Source: an optimization exercise on an open RTL-to-GDS flow (aim: small area). Production flows keep margins and buffers that such runs may drop.
Where RTL was checked, it was by simulation tests only, not by an equivalence proof against the original.
No activity file was given, so power comes from the tool's default toggle rates.

== old ==
Design sync_fifo, start of the top module:
module sync_fifo #(
    parameter DATA_WIDTH = 8,
    parameter DEPTH = 32,
    parameter ALMOST_COUNT = 2
) (
    input wire clk,
    input wire reset,
    input wire wr_en,
    input wire rd_en,
    input wire [DATA_WIDTH-1:0] wr_data,
    output reg [DATA_WIDTH-1:0] rd_data,
    output wire empty,
    output wire full,
    output wire almost_empty,
    output wire almost_full,
    output wire valid,
    output wire overflow,
    output wire underflow,
    output wire [DEPTH:0] count
);
localparam AW = $clog2(DEPTH);
reg [AW:0] n;                           
reg [DATA_WIDTH-1:0] mem [0:DEPTH-1];   
assign empty        = (n == 0);
assign full         = n[AW];
assign almost_empty = (n != 0) && (n <= ALMOST_COUNT);
assign almost_full  = !n[AW] && (n >= DEPTH - ALMOST_COUNT);
assign valid        = rd_en && !empty;
assign overflow     = wr_en && full;
assign underflow    = rd_en && empty;
assign count        = {{(DEPTH-AW){1'b0}}, n};
wire do_wr = wr_en && !full;
wire do_rd = valid;
always @(posedge clk or posedge reset) begin
    if (reset)
        n <= 0;
    else if (do_wr != do_rd)
        n <= do_wr ? n + 1'b1 : n - 1'b1;
end
integer i;
always @(posedge clk) begin
    if (do_wr) begin
        mem[0] <= wr_data;
        for (i = 1; i < DEPTH; i = i + 1)
            mem[i] <= mem[i-1];
    end
end
wire [AW-1:0] ra = n[AW-1:0] - 1'b1;
always @(posedge clk) begin
    if (do_rd)
        rd_data <= mem[ra];
end
endmodule
==> module sync_fifo, before the edit <==
module sync_fifo #(
    parameter DATA_WIDTH = 8,
    parameter DEPTH = 32,
    parameter ALMOST_COUNT = 2
) (
    input wire clk,
    input wire reset,
    input wire wr_en,
    input wire rd_en,
    input wire [DATA_WIDTH-1:0] wr_data,
    output reg [DATA_WIDTH-1:0] rd_data,
    output wire empty,
    output wire full,
    output wire almost_empty,
    output wire almost_full,
    output wire valid,
    output wire overflow,
    output wire underflow,
    output wire [DEPTH:0] count
);
localparam AW = $clog2(DEPTH);
reg [AW:0] n;                           
reg [DATA_WIDTH-1:0] mem [0:DEPTH-1];   
assign empty        = (n == 0);
assign full         = n[AW];
assign almost_empty = (n != 0) && (n <= ALMOST_COUNT);
assign almost_full  = !n[AW] && (n >= DEPTH - ALMOST_COUNT);
assign valid        = rd_en && !empty;
assign overflow     = wr_en && full;
assign underflow    = rd_en && empty;
assign count        = {{(DEPTH-AW){1'b0}}, n};
wire do_wr = wr_en && !full;
wire do_rd = valid;
always @(posedge clk or posedge reset) begin
    if (reset)
        n <= 0;
    else if (do_wr != do_rd)
        n <= do_wr ? n + 1'b1 : n - 1'b1;
end
integer i;
always @(posedge clk) begin
    if (do_wr) begin
        mem[0] <= wr_data;
        for (i = 1; i < DEPTH; i = i + 1)
            mem[i] <= mem[i-1];
    end
end
wire [AW-1:0] ra = n[AW-1:0] - 1'b1;
always @(posedge clk) begin
    if (do_rd)
        rd_data <= mem[ra];
end
endmodule
make LEC_CHECK=0 CAP_MARGIN=20 CORE_MARGIN=2 CORE_UTILIZATION=40 SLEW_MARGIN=20 finish   # period 6.5 ns
run.sh (not shown) runs the stock make flow with config.mk's settings and CLKGATE_MAP_FILE= SYNTH_SCRIPT=/design/flow/synth_recipe.tcl, a recipe that flattens the netlist after the stock synthesis.
Having completed the whole flow, old delivered a layout that passed the timing, design-rule and antenna checks.
Inputs modified between old and new:
==> flow/design.v (replaced) <==
`timescale 1ns / 1ps
module sync_fifo #(
    parameter DATA_WIDTH = 8,
    parameter DEPTH = 32,
    parameter ALMOST_COUNT = 2
) (
    input wire clk,
    input wire reset,
    input wire wr_en,
    input wire rd_en,
    input wire [DATA_WIDTH-1:0] wr_data,
    output reg [DATA_WIDTH-1:0] rd_data,
    output wire empty,
    output wire full,
    output wire almost_empty,
    output wire almost_full,
    output wire valid,
    output wire overflow,
    output wire underflow,
    output wire [DEPTH:0] count
);
reg [DEPTH:0] wr_ptr;
reg [DEPTH:0] rd_ptr;
reg [DATA_WIDTH-1:0] memory [0:DEPTH-1];
    always @(posedge clk or posedge reset) begin
    if(reset) begin
        wr_ptr <= 0;
        rd_ptr <= 0;
    end else begin
        if(wr_en && !full) begin
            memory[wr_ptr[$clog2(DEPTH)-1:0]] <= wr_data;
            wr_ptr <= wr_ptr + 1;
        end
        if(rd_en && !empty) begin
            rd_data <= memory[rd_ptr[$clog2(DEPTH)-1:0]];
            rd_ptr <= rd_ptr + 1;
        end
    end
end
assign empty = (wr_ptr == rd_ptr);
assign full = (wr_ptr == rd_ptr + 32);
assign almost_empty = (wr_ptr - rd_ptr <= ALMOST_COUNT && rd_ptr != wr_ptr);
assign almost_full = (wr_ptr - rd_ptr >= DEPTH - ALMOST_COUNT && !full);
assign valid = (rd_en && !empty);
assign overflow = (wr_en && full);
assign underflow = (rd_en && empty);
assign count = wr_ptr - rd_ptr;
endmodule
### Flow results
- sky130_fd_sc_hd__nor3_2 as the standard cell with the maximum stage delay on the critical path was reported by old, and sky130_fd_sc_hd__or4_1 by new.
- Going from old to new, final cell count went up by 750, setup slack after placement now smaller, core footprint +42%, number of cells after detailed placement now larger.
- new reports a higher synthesized-area fraction occupied by adder cells than old does.
- Clock skew: new vs old up 0.0095 ns


Another version of the RTL of sync_fifo (not shown whole).
For scale: ~520 cells after synthesis.
==> module sync_fifo, before the edit <==
module sync_fifo #(
    parameter DATA_WIDTH = 8,
    parameter DEPTH = 32,
    parameter ALMOST_COUNT = 2
) (
    input wire clk,
    input wire reset,
    input wire wr_en,
    input wire rd_en,
    input wire [DATA_WIDTH-1:0] wr_data,
    output reg [DATA_WIDTH-1:0] rd_data,
    output wire empty,
    output wire full,
    output wire almost_empty,
    output wire almost_full,
    output wire valid,
    output wire overflow,
    output wire underflow,
    output wire [DEPTH:0] count
);
localparam AW = $clog2(DEPTH);
reg [AW:0] n;                           
reg [DATA_WIDTH-1:0] mem [0:DEPTH-1];   
assign empty        = (n == 0);
assign full         = n[AW];
assign almost_empty = (n != 0) && (n <= ALMOST_COUNT);
assign almost_full  = !n[AW] && (n >= DEPTH - ALMOST_COUNT);
assign valid        = rd_en && !empty;
assign overflow     = wr_en && full;
assign underflow    = rd_en && empty;
assign count        = {{(DEPTH-AW){1'b0}}, n};
wire do_wr = wr_en && !full;
wire do_rd = valid;
always @(posedge clk or posedge reset) begin
    if (reset)
        n <= 0;
    else if (do_wr != do_rd)
        n <= do_wr ? n + 1'b1 : n - 1'b1;
end
integer i;
always @(posedge clk) begin
    if (do_wr) begin
        mem[0] <= wr_data;
        for (i = 1; i < DEPTH; i = i + 1)
            mem[i] <= mem[i-1];
    end
end
wire [AW-1:0] ra = n[AW-1:0] - 1'b1;
wire [DEPTH-1:0] rsel = {{(DEPTH-1){1'b0}}, 1'b1} << ra;
localparam NG = (DEPTH + 2) / 3;             
wire [DATA_WIDTH-1:0] grp_n [0:NG-1];        
genvar g, b;
generate
    for (g = 0; g < NG; g = g + 1) begin : grp
        for (b = 0; b < DATA_WIDTH; b = b + 1) begin : bit_
            if (3*g + 2 < DEPTH) begin : full3
                sync_fifo_aoi222 u (
                    .a1(rsel[3*g]),   .a2(mem[3*g][b]),
                    .b1(rsel[3*g+1]), .b2(mem[3*g+1][b]),
                    .c1(rsel[3*g+2]), .c2(mem[3*g+2][b]),
                    .y(grp_n[g][b]));
            end else begin : part2
                sync_fifo_aoi22 u (
                    .a1(rsel[3*g]),   .a2(mem[3*g][b]),
                    .b1(rsel[3*g+1]), .b2(mem[3*g+1][b]),
                    .y(grp_n[g][b]));
            end
        end
    end
endgenerate
reg [DATA_WIDTH-1:0] rword;
integer j;
always @(*) begin
    rword = {DATA_WIDTH{1'b1}};
    for (j = 0; j < NG; j = j + 1)
        rword = rword & grp_n[j];
    rword = ~rword;
end
always @(posedge clk) begin
    if (do_rd)
        rd_data <= rword;
end
endmodule
==> flow/config.mk <==
export PLATFORM = sky130hd
export DESIGN_NAME = sync_fifo
export DESIGN_NICKNAME = sync_fifo
export VERILOG_FILES = /design/flow/design.v
export SDC_FILE = /design/flow/constraint.sdc
export NUM_CORES = 4
export LEC_CHECK = 0
export CAP_MARGIN = 20
export CORE_MARGIN = 2
export CORE_UTILIZATION = 40
export SLEW_MARGIN = 20
==> flow/constraint.sdc <==
create_clock -name core_clock -period 6.5 [get_ports {clk}]
set_input_delay 1.3000 -clock core_clock [delete_from_list [all_inputs] [get_ports {clk}]]
set_output_delay 1.3000 -clock core_clock [all_outputs]
set_load 0.01 [all_outputs]
standard.sh (not shown) runs the stock make flow with config.mk's settings and CLKGATE_MAP_FILE= SYNTH_SCRIPT=/design/flow/synth_recipe.tcl, a recipe that flattens the netlist after the stock synthesis.
==> flow/flow/run.sh <==
#!/bin/bash
# Own layout flow: the standard flow (standard.sh), with
#  - synthesis identical except for the ABC script used for the
#    combinational mapping (flow/abc_area.script, an area-oriented
#    mapping); registers are mapped exactly as in the standard synthesis;
#  - smaller port buffers, one shared tie cell, and a clock tree of small
#    buffers without dummy loads.
# Each tool's full output goes to the ORFS logs under orfs/logs and to
# standard.log in this folder.
set -euo pipefail
HERE=$(pwd)
mkdir -p mysynth
sed "s#log_cmd abc {\*}\$abc_args#log_cmd abc {*}[lreplace \$abc_args 1 1 $HERE/flow/abc_area.script]#" \
    "$FLOW_HOME/scripts/synth.tcl" > mysynth/synth.tcl
grep -q "flow/abc_area.script" mysynth/synth.tcl
sed "s#\$::env(SCRIPTS_DIR)/synth.tcl#$HERE/mysynth/synth.tcl#" synth_recipe.tcl > mysynth/synth_recipe.tcl
grep -q "mysynth/synth.tcl" mysynth/synth_recipe.tcl

source "$HERE/flow/settings.sh"

bash standard.sh \
    SYNTH_SCRIPT="$HERE/mysynth/synth_recipe.tcl" \
    "${EXTRA[@]}" \
    finish > standard.log 2>&1
==> flow/flow/abc_area.script <==
strash
&get -n
&st
&syn2
&dch
&nf -R 1000
&put
==> flow/flow/settings.sh <==
EXTRA=(
    CORE_UTILIZATION=70
    SKIP_REPAIR_TIE_FANOUT=1
    "SYNTH_KEEP_MODULES=sync_fifo_aoi222 sync_fifo_aoi22"
    "BUFFER_PORTS_ARGS=-buffer_cell sky130_fd_sc_hd__buf_1"
    "CTS_ARGS=-sink_clustering_enable -repair_clock_nets -dont_use_dummy_load -buf_list {sky130_fd_sc_hd__clkbuf_4 sky130_fd_sc_hd__clkbuf_8} -root_buf sky130_fd_sc_hd__clkbuf_4 -tree_buf sky130_fd_sc_hd__clkbuf_4 -sink_clustering_buffer sky130_fd_sc_hd__clkbuf_8 -sink_clustering_size 18 -sink_clustering_max_diameter 70"
)
Rerun with:
--- a/flow/design.v
+++ b/flow/design.v
@@ -29,26 +29,40 @@
 assign overflow     = wr_en && full;
 assign underflow    = rd_en && empty;
 assign count        = {{(DEPTH-AW){1'b0}}, n};
 wire do_wr = wr_en && !full;
 wire do_rd = valid;
+wire up = do_wr && !do_rd;
+wire dn = do_rd && !do_wr;
+reg [AW:0] tgl;
+reg all1, all0;
+integer k;
+always @(*) begin
+    all1 = 1'b1;
+    all0 = 1'b1;
+    for (k = 0; k <= AW; k = k + 1) begin
+        tgl[k] = (up && all1) || (dn && all0);
+        all1 = all1 && n[k];
+        all0 = all0 && !n[k];
+    end
+end
 always @(posedge clk or posedge reset) begin
     if (reset)
         n <= 0;
-    else if (do_wr != do_rd)
-        n <= do_wr ? n + 1'b1 : n - 1'b1;
+    else
+        n <= n ^ tgl;
 end
 integer i;
 always @(posedge clk) begin
     if (do_wr) begin
         mem[0] <= wr_data;
         for (i = 1; i < DEPTH; i = i + 1)
             mem[i] <= mem[i-1];
     end
 end
-wire [AW-1:0] ra = n[AW-1:0] - 1'b1;
-wire [DEPTH-1:0] rsel = {{(DEPTH-1){1'b0}}, 1'b1} << ra;
+wire [DEPTH-1:0] nsel = {{(DEPTH-1){1'b0}}, 1'b1} << n[AW-1:0];
+wire [DEPTH-1:0] rsel = {nsel[0], nsel[DEPTH-1:1]};
 localparam NG = (DEPTH + 2) / 3;             
 wire [DATA_WIDTH-1:0] grp_n [0:NG-1];        
 genvar g, b;
 generate
     for (g = 0; g < NG; g = g + 1) begin : grp
Synthesized cell count went down by 4.1%; total power fell by 0.65%; register-to-register slack gains 0.53 ns; sequential power rises by about 4%; synthesized area decreases by 1.2%; worst hold slack degrades by 0.0085 ns; sequential cell count is unchanged; setup slack gets worse by 0.086 ns; clock-buffer cell count stays the same; first-iteration DRC count decreases by 8.9%; clock power grows by about 1%; non-clock buffer count climbs by 5; critical path depth is lower by 2.
Only the layout flow was run in the first run of this note; the RTL was not checked for function there.

afterwards: timing with drivers on the ports:
How much do the figures lean on ideal ports? The routed layouts below were timed once more, with nothing changed but the port constraints.
Step 1 (the two cells are an assumption about what drives the block):
set clk [get_ports {clk}]
set_driving_cell -lib_cell sky130_fd_sc_hd__clkbuf_16 $clk
set_driving_cell -lib_cell sky130_fd_sc_hd__buf_2 [delete_from_list [all_inputs] $clk]
Step 2, shift: input delay + t, output delay - t, t = (earliest + latest rising clock arrival at the registers) / 2. This alone moves slack from input paths to output paths.
Three values: ideal, step 1, step 2; two values: the first two.
| run | t, ns | slack for setup (ns) | latest minus earliest clock arrival (ns) | cell pins on the clock port's net |
|---|---|---|---|---|
| old | 0.587 | 2.041 / 1.990 / 2.524 | 0.010 / 0.011 | 1 |
| new | 0.574 | 0.294 / 0.243 / 0.817 | 0.019 / 0.020 | 1 |
| the first run of note 2 | 0.621 | 2.534 / 2.499 / 2.953 | 0.029 / 0.029 | 1 |
| the second run of note 2 | 0.638 | 2.448 / 2.414 / 3.052 | 0.030 / 0.030 | 1 |
After both steps setup and hold are still met in every run listed.
